This design comes from an exercise in tuning for small area, a short achievable clock period and few clock cycles per item on the open sky130 flow, not from production work. Where RTL was checked, it was by simulation tests only, not by an equivalence proof against the original. Function not checked in runs 2 and 3: the RTL went through the layout flow alone.

## flow/design.v (module list and top-level ports; edited modules follow where they fit)
// module melendez_mult: 714 lines
// module mm_fa: 6 lines
// module mm_fa1: 6 lines
// module mm_bsel: 5 lines
// module mm_ha: 6 lines
// module mm_add: 395 lines
// module mm_pg: 6 lines
// module mm_inv: 5 lines
// module mm_blackp: 6 lines
// module mm_grayp: 5 lines
// module mm_blackn: 6 lines
// module mm_grayn: 5 lines
module melendez_mult (rst, clk, multiplier, multiplicand, product, done);
  // ...
==> flow/flow/run.sh <==
#!/bin/bash
set -euo pipefail
export BUFFER_PORTS_ARGS="-buffer_cell sky130_fd_sc_hd__buf_2"
bash standard.sh synth > flow_synth.log 2>&1
odb=orfs/results/sky130hd/melendez_mult/base/1_synth.odb
openroad -no_init -exit flow/downsize.tcl > flow_downsize.log 2>&1
bash standard.sh > flow_layout.log 2>&1
==> flow/flow/downsize.tcl <==
# Set every logic gate of the synthesized netlist to the smallest drive strength of
# its family (flip-flops, adders, buffers, inverters and tie cells are left alone).
set odb orfs/results/sky130hd/melendez_mult/base/1_synth.odb
read_db $odb
set db [ord::get_db]
set block [ord::get_db_block]
set n 0
set before 0.0
set after 0.0
foreach inst [$block getInsts] {
  set m [$inst getMaster]
  set name [$m getName]
  if {![regexp {^(sky130_fd_sc_hd__([a-z0-9]+))_([0-9]+)$} $name -> base fam drive]} { continue }
  if {[regexp {^(buf|inv|clkbuf|clkinv|clkinvlp|dfxtp|edfxtp|dfxbp|dfrtp|dfstp|fa|ha|conb|dlygate|clkdlybuf|dlymetal|bufbuf|lpflow|tap|fill|decap|mux2i|mux2)} $fam]} { continue }
  set best ""
  foreach d {1 0} {
    set cand [$db findMaster ${base}_$d]
    if {$cand != "NULL"} { set best $cand; break }
  }
  if {$best == "" || [$best getName] == $name} { continue }
  set before [expr {$before + [$m getWidth] * [$m getHeight] / 1e6}]
  set after [expr {$after + [$best getWidth] * [$best getHeight] / 1e6}]
  if {[$inst swapMaster $best]} { incr n }
}
puts "downsized $n instances: area $before -> $after um2"
write_db $odb
==> flow/standard.sh <==
#!/bin/bash
# synth_recipe.tcl (not shown) runs the flow's synth.tcl, then flattens the netlist and writes it again
# the make line also repeats each setting of config.mk as NAME=value (left out here)
make -C /OpenROAD-flow-scripts/flow DESIGN_CONFIG=/design/flow/config.mk WORK_HOME=/design/flow/orfs CLKGATE_MAP_FILE= SYNTH_SCRIPT=/design/flow/synth_recipe.tcl "${@:-finish}"
==> flow/config.mk <==
export PLATFORM = sky130hd
export DESIGN_NAME = melendez_mult
export DESIGN_NICKNAME = melendez_mult
export VERILOG_FILES = /design/flow/design.v
export SDC_FILE = /design/flow/constraint.sdc
export NUM_CORES = 4
export LEC_CHECK = 0
export CAP_MARGIN = 20
export CORE_MARGIN = 2
export CORE_UTILIZATION = 40
export CTS_BUF_LIST = sky130_fd_sc_hd__clkbuf_4 sky130_fd_sc_hd__clkbuf_8
export SETUP_SLACK_MARGIN = 1.0
export SLEW_MARGIN = 20
export SYNTH_HIERARCHICAL = 1
export SYNTH_MINIMUM_KEEP_SIZE = 0
==> flow/constraint.sdc <==
create_clock -name core_clock -period 5.0 [get_ports {clk}]
set_input_delay 1.0000 -clock core_clock [delete_from_list [all_inputs] [get_ports {clk}]]
set_output_delay 1.0000 -clock core_clock [all_outputs]
set_load 0.01 [all_outputs]
==> load_flow_metrics.sql, run 1 <==
INSERT INTO impl_metrics (metric_group, metric, value, unit) VALUES
('outcome', 'status', 'no timing/DRC/antenna violations', ''),
('worst_setup_path', 'cp.required', '4.00', 'ns'),
('final_layout', 'non_clock_inverter_count', '33', ''),
('place', 'inst_count_dp', '1533', ''),
('final_layout', 'final-nonclk-buf-share', '7.89', '%'),
('final_layout', 'finish.cell_count_without_fillers', '1584', ''),
('timing', 'fin_tns_setup', '0', 'ns'),
('final_layout', 'mostFrequentLayoutCell', 'sky130_fd_sc_hd__xnor2_1', ''),
('worst_setup_path', 'critical_path.startpoint_type', 'flop', ''),
('global_routing', 'overflow', '0', ''),
('global_routing', 'wire_length_of_the_first_global_routing_pass', '54.9', 'mm'),
('final_layout', 'mostFrequentLayoutCells', 'sky130_fd_sc_hd__xnor2_1, sky130_fd_sc_hd__a22oi_1, sky130_fd_sc_hd__fa_1', ''),
('floorplanning', 'std_cell_rows', '62', ''),
('synthesis', 'mappedNetlistArea', '11500', 'um2'),
('worst_setup_path', 'cp_slowest_stage_delay', '0.45', 'ns'),
('cts', 'ctsRootBufferMaster', 'sky130_fd_sc_hd__clkbuf_8', ''),
('final_layout', 'top_area_cell_class', 'multi-input gates', ''),
('global_routing', 'globalRouteMet3Util', '3.60', '%'),
('cts', 'cts-buffers-inserted', '17', ''),
('final_layout', 'drive_above_1_share', '22.5', '%'),
('cts', 'tritoncts', 'built', ''),
('routing', 'routed_via_density', '5.73', ''),
('timing', 'period_minus_slack', '3.91', 'ns'),
('floorplanning', 'chipHeight', '174', 'um'),
('final_layout', 'multi_input_area_share', '60.0', '%'),
('routing', 'detailroute.wirelength.met2', '17.1', 'mm'),
('synthesis', 'yosys_warnings', '7', ''),
('final_layout', 'antenna_cells_inserted', '0', ''),
('cts', 'cts-hold-fix-buffers', '0', ''),
('routing', 'drt_first_pass_iters', '6', ''),
('final_layout', 'non_clock_buffer_count', '169', ''),
('final_layout', 'area_growth', '19.7', '%'),
('timing', 'setup_slack', '1.09', 'ns'),
('global_routing', 'vias_in_the_first_global_route', '9386', '');
Testbench counts, summed over its fixed seeds: cycles 2,296, products 384.
==> run 2: changes to the inputs <==
--- a/flow/design.v
+++ b/flow/design.v
@@ -1,51 +1,71 @@
 module melendez_mult (rst, clk, multiplier, multiplicand, product, done);
   input rst, clk;
   input [31:0] multiplier, multiplicand;
   output [63:0] product;
   output done;
   reg [1:0] cnt;                
   reg done_q;                   
   reg first_q;                  
-  reg [8:0] dig_q;              
+  reg zero_q;                   
   reg [32:0] s_q;           
   reg [32:0] c_q;           
   reg [7:0] pa_q, pb_q;         
   reg neg3_q;                   
   reg [23:0] lo_q;              
   assign done = done_q;
-  wire [8:0] dig = first_q ? {multiplier[8:1], 1'b0} : dig_q;
   reg [8:0] dig_next;
   always @(*)
     case (cnt)
       2'd0: dig_next = multiplier[16:8];
       2'd1: dig_next = multiplier[24:16];
       2'd2: dig_next = {1'b0, multiplier[31:24]};
       default: dig_next = 9'd0;
     endcase
   wire [3:0] one, two, neg, negn;
   wire [32:0] a_ext = {1'b0, multiplicand};
   wire [32:0] a_sh = {multiplicand, 1'b0};
-  assign one[0] = dig[1] ^ dig[0];
-  assign two[0] = (dig[2] & ~dig[1] & ~dig[0]) | (~dig[2] & dig[1] & dig[0]);
-  assign neg[0] = dig[2];
-  assign negn[0] = ~dig[2];
-  assign one[1] = dig[3] ^ dig[2];
-  assign two[1] = (dig[4] & ~dig[3] & ~dig[2]) | (~dig[4] & dig[3] & dig[2]);
-  assign neg[1] = dig[4];
-  assign negn[1] = ~dig[4];
-  assign one[2] = dig[5] ^ dig[4];
-  assign two[2] = (dig[6] & ~dig[5] & ~dig[4]) | (~dig[6] & dig[5] & dig[4]);
-  assign neg[2] = dig[6];
-  assign negn[2] = ~dig[6];
-  assign one[3] = dig[7] ^ dig[6];
-  assign two[3] = (dig[8] & ~dig[7] & ~dig[6]) | (~dig[8] & dig[7] & dig[6]);
-  assign neg[3] = dig[8];
-  assign negn[3] = ~dig[8];
+  wire [8:0] dig0 = {multiplier[8:1], 1'b0};
+  wire [3:0] one0, two0, neg0;
+  assign one0[0] = dig0[1] ^ dig0[0];
+  assign two0[0] = (dig0[2] & ~dig0[1] & ~dig0[0]) | (~dig0[2] & dig0[1] & dig0[0]);
+  assign neg0[0] = dig0[2];
+  assign one0[1] = dig0[3] ^ dig0[2];
+  assign two0[1] = (dig0[4] & ~dig0[3] & ~dig0[2]) | (~dig0[4] & dig0[3] & dig0[2]);
+  assign neg0[1] = dig0[4];
+  assign one0[2] = dig0[5] ^ dig0[4];
+  assign two0[2] = (dig0[6] & ~dig0[5] & ~dig0[4]) | (~dig0[6] & dig0[5] & dig0[4]);
+  assign neg0[2] = dig0[6];
+  assign one0[3] = dig0[7] ^ dig0[6];
+  assign two0[3] = (dig0[8] & ~dig0[7] & ~dig0[6]) | (~dig0[8] & dig0[7] & dig0[6]);
+  assign neg0[3] = dig0[8];
+  wire [3:0] one_n, two_n, neg_n;
+  assign one_n[0] = dig_next[1] ^ dig_next[0];
+  assign two_n[0] = (dig_next[2] & ~dig_next[1] & ~dig_next[0]) | (~dig_next[2] & dig_next[1] & dig_next[0]);
+  assign neg_n[0] = dig_next[2];
+  assign one_n[1] = dig_next[3] ^ dig_next[2];
+  assign two_n[1] = (dig_next[4] & ~dig_next[3] & ~dig_next[2]) | (~dig_next[4] & dig_next[3] & dig_next[2]);
+  assign neg_n[1] = dig_next[4];
+  assign one_n[2] = dig_next[5] ^ dig_next[4];
+  assign two_n[2] = (dig_next[6] & ~dig_next[5] & ~dig_next[4]) | (~dig_next[6] & dig_next[5] & dig_next[4]);
+  assign neg_n[2] = dig_next[6];
+  assign one_n[3] = dig_next[7] ^ dig_next[6];
+  assign two_n[3] = (dig_next[8] & ~dig_next[7] & ~dig_next[6]) | (~dig_next[8] & dig_next[7] & dig_next[6]);
+  assign neg_n[3] = dig_next[8];
+  reg [3:0] one_q, two_q, neg_q;
+  always @(posedge clk) begin
+    one_q <= one_n;
+    two_q <= two_n;
+    neg_q <= neg_n;
+  end
+  assign one = first_q ? one0 : one_q;
+  assign two = first_q ? two0 : two_q;
+  assign neg = first_q ? neg0 : neg_q;
+  assign negn = ~neg;
   wire [32:0] pp0;
   mm_bsel u_bs0_0 (.one(one[0]), .two(two[0]), .neg(neg[0]), .a(a_ext[0]), .a1(a_sh[0]), .p(pp0[0]));
   mm_bsel u_bs0_1 (.one(one[0]), .two(two[0]), .neg(neg[0]), .a(a_ext[1]), .a1(a_sh[1]), .p(pp0[1]));
   mm_bsel u_bs0_2 (.one(one[0]), .two(two[0]), .neg(neg[0]), .a(a_ext[2]), .a1(a_sh[2]), .p(pp0[2]));
   mm_bsel u_bs0_3 (.one(one[0]), .two(two[0]), .neg(neg[0]), .a(a_ext[3]), .a1(a_sh[3]), .p(pp0[3]));
   mm_bsel u_bs0_4 (.one(one[0]), .two(two[0]), .neg(neg[0]), .a(a_ext[4]), .a1(a_sh[4]), .p(pp0[4]));
   mm_bsel u_bs0_5 (.one(one[0]), .two(two[0]), .neg(neg[0]), .a(a_ext[5]), .a1(a_sh[5]), .p(pp0[5]));
   mm_bsel u_bs0_6 (.one(one[0]), .two(two[0]), .neg(neg[0]), .a(a_ext[6]), .a1(a_sh[6]), .p(pp0[6]));
@@ -173,20 +193,20 @@
   mm_bsel u_bs3_26 (.one(one[3]), .two(two[3]), .neg(neg[3]), .a(a_ext[26]), .a1(a_sh[26]), .p(pp3[26]));
   mm_bsel u_bs3_27 (.one(one[3]), .two(two[3]), .neg(neg[3]), .a(a_ext[27]), .a1(a_sh[27]), .p(pp3[27]));
   mm_bsel u_bs3_28 (.one(one[3]), .two(two[3]), .neg(neg[3]), .a(a_ext[28]), .a1(a_sh[28]), .p(pp3[28]));
   mm_bsel u_bs3_29 (.one(one[3]), .two(two[3]), .neg(neg[3]), .a(a_ext[29]), .a1(a_sh[29]), .p(pp3[29]));
   mm_bsel u_bs3_30 (.one(one[3]), .two(two[3]), .neg(neg[3]), .a(a_ext[30]), .a1(a_sh[30]), .p(pp3[30]));
   mm_bsel u_bs3_31 (.one(one[3]), .two(two[3]), .neg(neg[3]), .a(a_ext[31]), .a1(a_sh[31]), .p(pp3[31]));
   mm_bsel u_bs3_32 (.one(one[3]), .two(two[3]), .neg(neg[3]), .a(a_ext[32]), .a1(a_sh[32]), .p(pp3[32]));
   wire [34:0] s_init = {1'b1, 2'b00, multiplicand & {32{multiplier[0]}}};
-  wire [34:0] s_in = first_q ? s_init : {1'b0, 1'b1, s_q[32], s_q[31], s_q[30], s_q[29], s_q[28], s_q[27], s_q[26], s_q[25], s_q[24], s_q[23], s_q[22], s_q[21], s_q[20], s_q[19], s_q[18], s_q[17], s_q[16], s_q[15], s_q[14], s_q[13], s_q[12], s_q[11], s_q[10], s_q[9], s_q[8], s_q[7], s_q[6], s_q[5], s_q[4], s_q[3], s_q[2], s_q[1], s_q[0]};
-  wire [34:0] c_in = {1'b0, 1'b0, c_q[32], c_q[31], c_q[30], c_q[29], c_q[28], c_q[27], c_q[26], c_q[25], c_q[24], c_q[23], c_q[22], c_q[21], c_q[20], c_q[19], c_q[18], c_q[17], c_q[16], c_q[15], c_q[14], c_q[13], c_q[12], c_q[11], c_q[10], c_q[9], c_q[8], c_q[7], c_q[6], c_q[5], c_q[4], c_q[3], c_q[2], c_q[1], c_q[0]} & {35{~first_q}};
+  wire [34:0] s_in = zero_q ? s_init : {1'b0, 1'b1, s_q[32], s_q[31], s_q[30], s_q[29], s_q[28], s_q[27], s_q[26], s_q[25], s_q[24], s_q[23], s_q[22], s_q[21], s_q[20], s_q[19], s_q[18], s_q[17], s_q[16], s_q[15], s_q[14], s_q[13], s_q[12], s_q[11], s_q[10], s_q[9], s_q[8], s_q[7], s_q[6], s_q[5], s_q[4], s_q[3], s_q[2], s_q[1], s_q[0]};
+  wire [34:0] c_in = {1'b0, 1'b0, c_q[32], c_q[31], c_q[30], c_q[29], c_q[28], c_q[27], c_q[26], c_q[25], c_q[24], c_q[23], c_q[22], c_q[21], c_q[20], c_q[19], c_q[18], c_q[17], c_q[16], c_q[15], c_q[14], c_q[13], c_q[12], c_q[11], c_q[10], c_q[9], c_q[8], c_q[7], c_q[6], c_q[5], c_q[4], c_q[3], c_q[2], c_q[1], c_q[0]} & {35{~zero_q}};
   wire [9:0] lo_sum = {2'b00, {pa_q[7], pa_q[6], pa_q[5], pa_q[4], pa_q[3], pa_q[2], pa_q[1], pa_q[0]}} + {2'b00, {pb_q[7], pb_q[6], pb_q[5], pb_q[4], pb_q[3], pb_q[2], pb_q[1], pb_q[0]}} + {2'b00, neg3_q, 7'd0};
-  wire [1:0] lcin = lo_sum[9:8] & {2{~first_q}};
+  wire [1:0] lcin = lo_sum[9:8] & {2{~zero_q}};
   wire hs1;
   wire hc2;
   wire hs3;
   wire hc4;
   wire hs5;
   wire hc6;
   wire fs7;
   wire fc8;
@@ -605,17 +625,17 @@
   assign hs281 = ~pp3[32];
   wire [39:0] hi_a = {s_q[31], s_q[30], s_q[29], s_q[28], s_q[27], s_q[26], s_q[25], s_q[24], s_q[23], s_q[22], s_q[21], s_q[20], s_q[19], s_q[18], s_q[17], s_q[16], s_q[15], s_q[14], s_q[13], s_q[12], s_q[11], s_q[10], s_q[9], s_q[8], s_q[7], s_q[6], s_q[5], s_q[4], s_q[3], s_q[2], s_q[1], s_q[0], {pa_q[7], pa_q[6], pa_q[5], pa_q[4], pa_q[3], pa_q[2], pa_q[1], pa_q[0]}};
   wire [39:0] hi_b = {c_q[31], c_q[30], c_q[29], c_q[28], c_q[27], c_q[26], c_q[25], c_q[24], c_q[23], c_q[22], c_q[21], c_q[20], c_q[19], c_q[18], c_q[17], c_q[16], c_q[15], c_q[14], c_q[13], c_q[12], c_q[11], c_q[10], c_q[9], c_q[8], c_q[7], c_q[6], c_q[5], c_q[4], c_q[3], c_q[2], c_q[1], c_q[0], {pb_q[7], pb_q[6], pb_q[5], pb_q[4], pb_q[3], pb_q[2], pb_q[1], pb_q[0]}};
   wire [39:0] hi_s;
   mm_add u_add (.a(hi_a), .b(hi_b), .ci(1'b0), .s(hi_s));
   assign product = {hi_s, lo_q};
   always @(posedge clk) begin
     first_q <= rst;
-    dig_q <= dig_next;
+    zero_q <= rst | done_q;
     if (rst) begin
       cnt <= 2'd0;
       done_q <= 1'b0;
     end else if (!done_q) begin
       cnt <= cnt + 2'd1;
       done_q <= (cnt == 2'd3);
     end
   end
==> flow/flow/run.sh (replaced) <==
#!/bin/bash
set -euo pipefail
export BUFFER_PORTS_ARGS="-buffer_cell sky130_fd_sc_hd__buf_2"
bash standard.sh > standard_flow.log 2>&1
==> flow/config.mk (replaced) <==
export PLATFORM = sky130hd
export DESIGN_NAME = melendez_mult
export DESIGN_NICKNAME = melendez_mult
export VERILOG_FILES = /design/flow/design.v
export SDC_FILE = /design/flow/constraint.sdc
export NUM_CORES = 4
export LEC_CHECK = 0
export CAP_MARGIN = 20
export CORE_MARGIN = 2
export CORE_UTILIZATION = 40
export SETUP_SLACK_MARGIN = 1.0
export SLEW_MARGIN = 20
export SYNTH_HIERARCHICAL = 1
export SYNTH_MINIMUM_KEEP_SIZE = 0
removed: flow/flow/downsize.tcl
==> run 2 against run 1 <==
Effect of this change: synthesized cell count rose by 2.4%; critical endpoint is now product[52]; clock skew fell by 0.0042 ns; clock-buffer cell count did not move; register-to-register slack got worse by 0.04 ns; core utilization fell by 0.11 points; wire length rose by 2.4%; via count fell by 0.78%; maximum frequency fell by 0.35%; flip-flop and latch count rose by 4.
==> load_flow_metrics.sql, run 2 <==
INSERT INTO impl_metrics (metric_group, metric, value, unit) VALUES
('outcome', 'status', 'no timing/DRC/antenna violations', ''),
('synthesis', 'post_synth_num_cell_types', '40', ''),
('cts', 'worst_setup_hold_path_clk_slew', '0.07', 'ns'),
('synthesis', 'yosys_warnings', '7', ''),
('global_routing', 'vias_in_the_first_global_route', '9634', ''),
('worst_setup_path', 'cp.required', '4.00', 'ns'),
('cts', 'cts-buffers-inserted', '17', ''),
('synthesis', 'most_frequent_cells_after_synthesis', 'sky130_fd_sc_hd__xnor2_1, sky130_fd_sc_hd__fa_1, sky130_fd_sc_hd__a22oi_2, sky130_fd_sc_hd__edfxtp_1, sky130_fd_sc_hd__a21oi_2', ''),
('floorplanning', 'floorplan.die_area', '33300', 'um2'),
('timing', 'setup_repair_after_global_routing_missed_its_margin', 'true', ''),
('final_layout', 'largest_regs', 'c_q: 33 flops, s_q: 33 flops, lo_q: 24 flops', ''),
('final_layout', 'mostFrequentLayoutCell', 'sky130_fd_sc_hd__xnor2_1', ''),
('synthesis', 'synthDominantCellAreaShare', '25.2', '%'),
('floorplanning', 'core', '31500', 'um2'),
('synthesis', 'ys_ff_latch', '124', ''),
('floorplanning', 'floorplan.die.width', '183', 'um'),
('synthesis', 'post-synth-top-area-cell', 'sky130_fd_sc_hd__edfxtp_1', ''),
('worst_setup_path', 'worstPathArrival', '2.92', 'ns'),
('global_routing', 'grt_antenna_before_repair', '2', ''),
('global_routing', 'wire_length_of_the_first_global_routing_pass', '56.4', 'mm'),
('worst_setup_path', 'crit_fanout', '3', ''),
('routing', 'drt_iter0_markers', '670', ''),
('cts', 'clock_sinks', '124', ''),
('cts', 'ctsRootBufferMaster', 'sky130_fd_sc_hd__clkbuf_16', ''),
('timing', 'fin_tns_setup', '0', 'ns'),
('timing', 'timing.fmax', '0.255', 'GHz'),
('floorplanning', 'chipHeight', '183', 'um'),
('routing', 'wire_per_inst', '22.2', 'um'),
('final_layout', 'finalNetCount', '1478', ''),
('final_layout', 'area_growth', '19.2', '%'),
('final_layout', 'fin_area', '15200', 'um2'),
('worst_setup_path', 'cp_slowest_stage_delay', '0.42', 'ns'),
('timing', 'timing.max_slew.rel_slack', '41.8', '%'),
('timing', 'period_minus_slack', '3.92', 'ns'),
('place', 'post_placement_cell_area', '14300', 'um2'),
('flow_run', 'max-cap-violations', '0', ''),
('routing', 'detail_route.wirelength', '36.2', 'mm'),
('routing', 'drc', '0', ''),
('synthesis', 'synthMostInstantiatedCell', 'sky130_fd_sc_hd__xnor2_1', ''),
('worst_setup_path', 'criticalPathCategory', 'flop to primary output', ''),
('worst_setup_path', 'crit_family', 'compound AO/OA/AOI/OAI gates', ''),
('place', 'dp_hpwl', '27.5', 'mm'),
('floorplanning', 'start_util', '40.5', '%'),
('place', 'gp_congestion', '0.906', ''),
('worst_setup_path', 'cp.buffers_inverters', '2', ''),
('timing', 'fin_worst_skew', '0.0110', 'ns'),
('cts', 'maximum_root_to_sink_buffer_count', '2', ''),
('synthesis', 'synth-edff-count', '107', ''),
('final_layout', 'drive_above_1_share', '38.6', '%'),
('worst_setup_path', 'cp_dominant_cell_by_count', 'sky130_fd_sc_hd__a21oi_2', ''),
('synthesis', 'asyncSetResetFlopFracSynth', '0', '%'),
('worst_setup_path', 'cp_slowest_cell', 'sky130_fd_sc_hd__edfxtp_1', ''),
('timing', 'max_slew.worst_pin.slew', '0.874', 'ns'),
('floorplanning', 'io_pins', '131', ''),
('timing', 'final.hold.worst_slack', '0.575', 'ns'),
('global_routing', 'overflow', '0', ''),
('routing', 'antenna_violating_nets_post_route', '0', ''),
('final_layout', 'mostFrequentLayoutCells', 'sky130_fd_sc_hd__xnor2_1, sky130_fd_sc_hd__fa_1, sky130_fd_sc_hd__a22oi_2', ''),
('cts', 'tritoncts', 'built', ''),
('timing', 'drv_slew', '0', ''),
('synthesis', 'synth_area_leaders', 'sky130_fd_sc_hd__edfxtp_1, sky130_fd_sc_hd__fa_1, sky130_fd_sc_hd__a22oi_2', ''),
('timing', 'final_critical_path_share_of_the_clock_period', '78.4', '%'),
('synthesis', 'synthesis.area_per_instance', '12.4', 'um2'),
('routing', 'routed_via_density', '5.52', ''),
('synthesis', 'ys_seq_area_share', '27.9', '%'),
('global_routing', 'grtUsageTotal', '22.4', '%'),
('timing', 'final_hold_viol_count', '0', ''),
('worst_setup_path', 'critical_path.startpoint_type', 'flop', ''),
('synthesis', 'postSynthCellCount', '1028', ''),
('routing', 'drt_first_pass_iters', '5', ''),
('synthesis', 'synth_flop_cell', 'sky130_fd_sc_hd__edfxtp_1', ''),
('timing', 'setup_violations', '0', ''),
('hold_path', 'hp-class', 'flop to flop', ''),
('place', 'portBuffers', '130', ''),
('floorplanning', 'std_cell_rows', '65', ''),
('routing', 'detailroute.via_count', '8998', ''),
('worst_setup_path', 'critical_path.endpoint_type', 'primary output', ''),
('cts', 'later_pin_clock_latency_in_the_skew_report', '0.43', 'ns'),
('worst_setup_path', 'worstPathCellList', 'ha_1, a21oi_2, o21ai_2, a21oi_2, o21ai_2, a21oi_2, inv_1, a21oi_2, xnor2_1, buf_2', ''),
('synthesis', 'mappedNetlistArea', '12800', 'um2'),
('global_routing', 'maximum_number_of_pins_on_one_net_before_global_route_repair', '49', ''),
('cts', 'cts-htree-levels', '4', '');
-- run 2: area by class of cell --
type / count / area (um2)
clock buffers: 17 / 425
diodes: 2 / 5.00
inverters: 33 / 129
fillers: 2834 / 16300
clock inverters: 15 / 193
well taps: 402 / 503
repair buffers: 173 / 1110
multi-input cells: 864 / 9280
flip-flops and latches: 124 / 3550
-- run 2: path summary, 6_finish.rpt --
| path | startpoint | end | slack [ns] | cells past startpoint |
|---|---|---|---|---|
| worst max-delay path | s_q[16] | product[52] | 1.08 | 10 |
| worst min-delay path | cnt[1] | cnt[1] | 0.57 | 2 |
| worst max register to register | first_q | s_q[1] | 1.16 | 8 |
| worst min register to register | cnt[1] | cnt[1] | 0.57 | 2 |
-- run 2: layer usage --
metal  track usage [%]  vias to the layer above  routed length, um
li1                  -                     4123                  -
met1              29.7                     4567              15700
met2              37.2                      282              17800
met3              5.19                       26               2270
met4              5.32                        0                518
met5                 0                        -                  0
-- run 2: through the flow --
step	setup WS [ns]	utilization [%]	instances
final	1.08	48.3	1630
after detailed placement	0.599	45.3	1576
after global placement	0.652	45.3	1576
after floorplan	0.808	-	1039
after CTS	0.981	47.4	1608
after global routing	0.935	48.3	1630
-- run 2: cell families (layout without fill, tap and decap cells) --
group | count (synthesis) | count (layout) | share of synthesized area, %
xor gates and xnor gates | 183 | 183 | 12.6
and+or+nand+nor | 152 | 152 | 5.63
muxes | 6 | 6 | 0.481
other | 1 | 14 | 0.0294
buffers and inverters | 51 | 238 | 1.62
DFF | 124 | 124 | 27.9
adders and majority gates | 199 | 199 | 27.4
AOI/OAI and AO/OA | 312 | 312 | 24.5
-- run 2: worst register-to-register path: cells and delay by family (launching register included) --
family | cells | cell delay (ns)
fa+ha+maj | 3 | 1.54
buf+inv | 2 | 0.64
flops | 1 | 0.56
compound gates | 1 | 0.30
mux | 1 | 0.36
xor+xnor | 1 | 0.18
-- run 2: repair_timing --
item                                   CTS  global route
setup buffers                            0            20
endpoints found under the hold margin    0             0
setup endpoints to repair               13            28
hold buffers                             0             0
pin swaps                                0             3
resized for setup                       12            22
-- run 2: modules after synthesis (local to each module, per instance) --
module / times used / area (um2) / cells inside
melendez_mult: 1 / 5140 / 352
mm_add: 1 / 350 / 40
mm_fa1: 1 / 27.5 / 5
mm_bsel: 132 / 21.3 / 2
mm_fa: 131 / 20.0 / 1
mm_blackn: 30 / 12.5 / 2
mm_blackp: 39 / 12.5 / 2
mm_ha: 7 / 12.5 / 1
mm_pg: 40 / 12.5 / 1
mm_grayp: 30 / 8.76 / 1
mm_grayn: 9 / 5.00 / 1
mm_inv: 12 / 3.75 / 1
==> run 3: changes to the inputs <==
--- a/flow/config.mk
+++ b/flow/config.mk
@@ -8,7 +8,7 @@
 export CAP_MARGIN = 20
 export CORE_MARGIN = 2
 export CORE_UTILIZATION = 40
-export SETUP_SLACK_MARGIN = 1.0
+export SETUP_SLACK_MARGIN = 1.25
 export SLEW_MARGIN = 20
 export SYNTH_HIERARCHICAL = 1
 export SYNTH_MINIMUM_KEEP_SIZE = 0
==> run 3 against run 2 <==
Effect of this change: cell count is 1.3% higher; worst setup slack better by 0.20 ns; wire length increased by 3.2%; maximum frequency increased by 5.3%; die area is the same; first-iteration DRC count up 3.9%; global-route usage rose by 0.49 points.
==> load_flow_metrics.sql, run 3 <==
INSERT INTO impl_metrics (metric_group, metric, value, unit) VALUES
('global_routing', 'grt_antenna_before_repair', '1', ''),
('floorplanning', 'std_cell_rows', '65', ''),
('worst_setup_path', 'setup.worst_path.start', 's_q[16]', ''),
('cts', 'tritoncts', 'built', ''),
('cts', 'maximum_root_to_sink_buffer_count', '2', ''),
('timing', 'timing.max_slew.rel_slack', '40.8', '%'),
('timing', 'fin_worst_skew', '0.0144', 'ns'),
('floorplanning', 'floorplan.die_area', '33300', 'um2'),
('routing', 'drt_iter0_markers', '696', ''),
('timing', 'max_slew.worst_pin.slew', '0.887', 'ns'),
('routing', 'antenna_violating_nets_post_route', '0', ''),
('global_routing', 'grtUsageTotal', '22.9', '%'),
('cts', 'clock_sinks', '124', ''),
('synthesis', 'yosys_warnings', '7', ''),
('synthesis', 'most_frequent_cells_after_synthesis', 'sky130_fd_sc_hd__xnor2_1, sky130_fd_sc_hd__fa_1, sky130_fd_sc_hd__a22oi_2, sky130_fd_sc_hd__edfxtp_1, sky130_fd_sc_hd__a21oi_2', ''),
('floorplanning', 'start_util', '40.5', '%'),
('final_layout', 'drive_above_1_share', '45.6', '%'),
('final_layout', 'largest_regs', 'c_q: 33 flops, s_q: 33 flops, lo_q: 24 flops', ''),
('timing', 'final.hold.worst_slack', '0.587', 'ns'),
('routing', 'detail_route.wirelength', '37.4', 'mm'),
('flow_run', 'max-cap-violations', '0', ''),
('synthesis', 'ys_seq_area_share', '27.9', '%'),
('floorplanning', 'io_pins', '131', ''),
('synthesis', 'synthDominantCellAreaShare', '25.2', '%'),
('synthesis', 'synthMostInstantiatedCell', 'sky130_fd_sc_hd__xnor2_1', ''),
('synthesis', 'synth_flop_cell', 'sky130_fd_sc_hd__edfxtp_1', ''),
('synthesis', 'synthesis.area_per_instance', '12.4', 'um2'),
('worst_setup_path', 'cp.required', '4.00', 'ns'),
('global_routing', 'overflow', '0', ''),
('synthesis', 'postSynthCellCount', '1028', ''),
('floorplanning', 'floorplan.die.width', '183', 'um'),
('cts', 'later_pin_clock_latency_in_the_skew_report', '0.43', 'ns'),
('cts', 'ctsRootBufferMaster', 'sky130_fd_sc_hd__clkbuf_16', ''),
('global_routing', 'vias_in_the_first_global_route', '9742', ''),
('synthesis', 'asyncSetResetFlopFracSynth', '0', '%'),
('floorplanning', 'core', '31500', 'um2'),
('place', 'dp_hpwl', '28.1', 'mm'),
('routing', 'wire_per_inst', '22.6', 'um'),
('place', 'dp_slack', '0.561', 'ns'),
('timing', 'drv_slew', '0', ''),
('routing', 'drt_first_pass_iters', '5', ''),
('place', 'portBuffers', '130', ''),
('cts', 'cts-htree-levels', '4', ''),
('final_layout', 'mostFrequentLayoutCells', 'sky130_fd_sc_hd__xnor2_1, sky130_fd_sc_hd__a22oi_2, sky130_fd_sc_hd__buf_2', ''),
('synthesis', 'synth_area_leaders', 'sky130_fd_sc_hd__edfxtp_1, sky130_fd_sc_hd__fa_1, sky130_fd_sc_hd__a22oi_2', ''),
('hold_path', 'min_from', 'cnt[1]', ''),
('timing', 'period_minus_slack', '3.72', 'ns'),
('timing', 'setup_violations', '0', ''),
('synthesis', 'ys_ff_latch', '124', ''),
('routing', 'detailroute.via_count', '9287', ''),
('floorplanning', 'chipHeight', '183', 'um'),
('hold_path', 'hp-class', 'flop to flop', ''),
('timing', 'final_critical_path_share_of_the_clock_period', '74.4', '%'),
('cts', 'worst_setup_hold_path_clk_slew', '0.07', 'ns'),
('timing', 'fin_tns_setup', '0', 'ns'),
('routing', 'routed_via_density', '5.63', ''),
('worst_setup_path', 'critical_path.endpoint_type', 'primary output', ''),
('final_layout', 'finalNetCount', '1500', ''),
('timing', 'setup_repair_after_global_routing_missed_its_margin', 'true', ''),
('global_routing', 'maximum_number_of_pins_on_one_net_before_global_route_repair', '53', ''),
('worst_setup_path', 'crit_fanout', '3', ''),
('routing', 'drc', '0', ''),
('final_layout', 'num-fill-cells', '2759', ''),
('synthesis', 'post-synth-top-area-cell', 'sky130_fd_sc_hd__edfxtp_1', ''),
('place', 'gp_congestion', '0.880', ''),
('timing', 'timing.fmax', '0.269', 'GHz'),
('worst_setup_path', 'critical_r2r_launch', 'first_q', ''),
('worst_setup_path', 'worstPathArrival', '2.72', 'ns'),
('synthesis', 'mappedNetlistArea', '12800', 'um2'),
('final_layout', 'mostFrequentLayoutCell', 'sky130_fd_sc_hd__xnor2_1', ''),
('outcome', 'status', 'no timing/DRC/antenna violations', ''),
('synthesis', 'post_synth_num_cell_types', '40', ''),
('final_layout', 'area_growth', '25.7', '%'),
('final_layout', 'fin_area', '16000', 'um2'),
('cts', 'cts-buffers-inserted', '17', ''),
('global_routing', 'wire_length_of_the_first_global_routing_pass', '57.5', 'mm'),
('worst_setup_path', 'criticalPathCategory', 'flop to primary output', ''),
('timing', 'setup_slack', '1.28', 'ns'),
('worst_setup_path', 'critical_path.startpoint_type', 'flop', ''),
('place', 'post_placement_cell_area', '14300', 'um2'),
('timing', 'final_hold_viol_count', '0', ''),
('synthesis', 'synth-edff-count', '107', '');
[run 3: cell counts after synthesis]
Identical to the previous run, type by type.
[run 3: logic make-up after synthesis]
kind of cell / share of synthesized area, %
compound gates: 24.5
fa+ha+maj: 27.4
xor+xnor: 12.6
simple gates: 5.63
flops: 27.9
buf+inv: 1.62
mux: 0.481
other cells: 0.0294
[run 3: stage by stage]
step | cells | utilization [%]
CTS | 1632 | 49.3
global placement | 1579 | 45.4
finish | 1651 | 50.9
floorplan | 1039 | -
detailed placement | 1579 | 45.4
global route | 1651 | 50.9
[run 3: repair_timing]
item / CTS / global route
gates resized for setup: 74 / 62
cloned: 0 / 0
endpoints found under the setup margin: 80 / 22
setup buffers: 21 / 18
hold buffers: 0 / 0
pin swaps: 19 / 20
[run 3: final cells by class]
type,instances,area (um2),area share [%]
multi-input cells,864,9960,62.1
flip-flops and latches,124,3560,22.2
repair buffers,195,1290,8.04
well taps,402,503,3.14
clock buffers,17,425,2.65
clock inverters,15,168,1.05
inverters,33,129,0.804
diodes,1,2.50,0.0156
[run 3: routing by layer]
layer  part of all wire (%)  track usage, %  vias to the layer above
li1                       -               -                     4170
met1                     43            30.3                     4801
met2                     49            38.0                      278
met3                    5.9            4.33                       38
met4                    2.0            7.10                        0
met5                      0               0                        -
[run 3: per-module statistics from Yosys, one instance, submodules excluded]
module         flops+latches  area (um2)
melendez_mult            124        5140
mm_add                     0         350
mm_blackn                  0        12.5
mm_blackp                  0        12.5
mm_bsel                    0        21.3
mm_fa                      0        20.0
mm_fa1                     0        27.5
mm_grayn                   0        5.00
mm_grayp                   0        8.76
mm_ha                      0        12.5
mm_inv                     0        3.75
mm_pg                      0        12.5
[run 3: worst paths after layout]
check / to / slack (ns) / cells after the start
setup / recovery: product[56] / 1.28 / 10
hold / removal: cnt[1] / 0.59 / 2
setup reg to reg: s_q[14] / 1.49 / 8
hold reg to reg: cnt[1] / 0.59 / 2
[run 3: critical path, cell delays in order, from the launching register on]
cell and delay, ns:
sky130_fd_sc_hd__edfxtp_1 0.45, sky130_fd_sc_hd__ha_4 0.30, sky130_fd_sc_hd__a21oi_4 0.25, sky130_fd_sc_hd__o21ai_2 0.17, sky130_fd_sc_hd__a21oi_4 0.23, sky130_fd_sc_hd__o21ai_2 0.10, sky130_fd_sc_hd__a21oi_4 0.19, sky130_fd_sc_hd__inv_1 0.08
sky130_fd_sc_hd__a21oi_2 0.17, sky130_fd_sc_hd__xnor2_2 0.17, sky130_fd_sc_hd__buf_2 0.18

-- re-timing with driven ports --
Ports are ideal in the flow. The routed layouts listed here were re-timed in OpenROAD. Step 1 (the two cells are an assumption about what drives the block):
set clk [get_ports {clk}]
set_driving_cell -lib_cell sky130_fd_sc_hd__clkbuf_16 $clk
set_driving_cell -lib_cell sky130_fd_sc_hd__buf_2 [delete_from_list [all_inputs] $clk]
Step 2 adds t to the input delays and takes it off the output delays; t is the mean of the earliest and latest rising clock arrival at the registers after step 1. Input paths then give back, and output paths get back, about the clock's delay inside the block. Three values: ideal ports, drivers, drivers and shift; two values: the first two.
| run | t (ns) | setup WS [ns] | worst hold slack (ns) |
|---|---|---|---|
| run 1 | 0.501 | 1.093 / 1.046 / 0.622 | 0.583 / 0.583 / 0.583 |
| run 2 | 0.466 | 1.079 / 1.037 / 0.730 | 0.575 / 0.575 / 0.575 |
| run 3 | 0.469 | 1.278 / 1.232 / 0.901 | 0.587 / 0.587 / 0.587 |
After both steps every run listed still meets setup and hold. The setup slack of run 1, which loses most, moves by -0.047 ns with the drivers and by -0.471 ns with both steps.
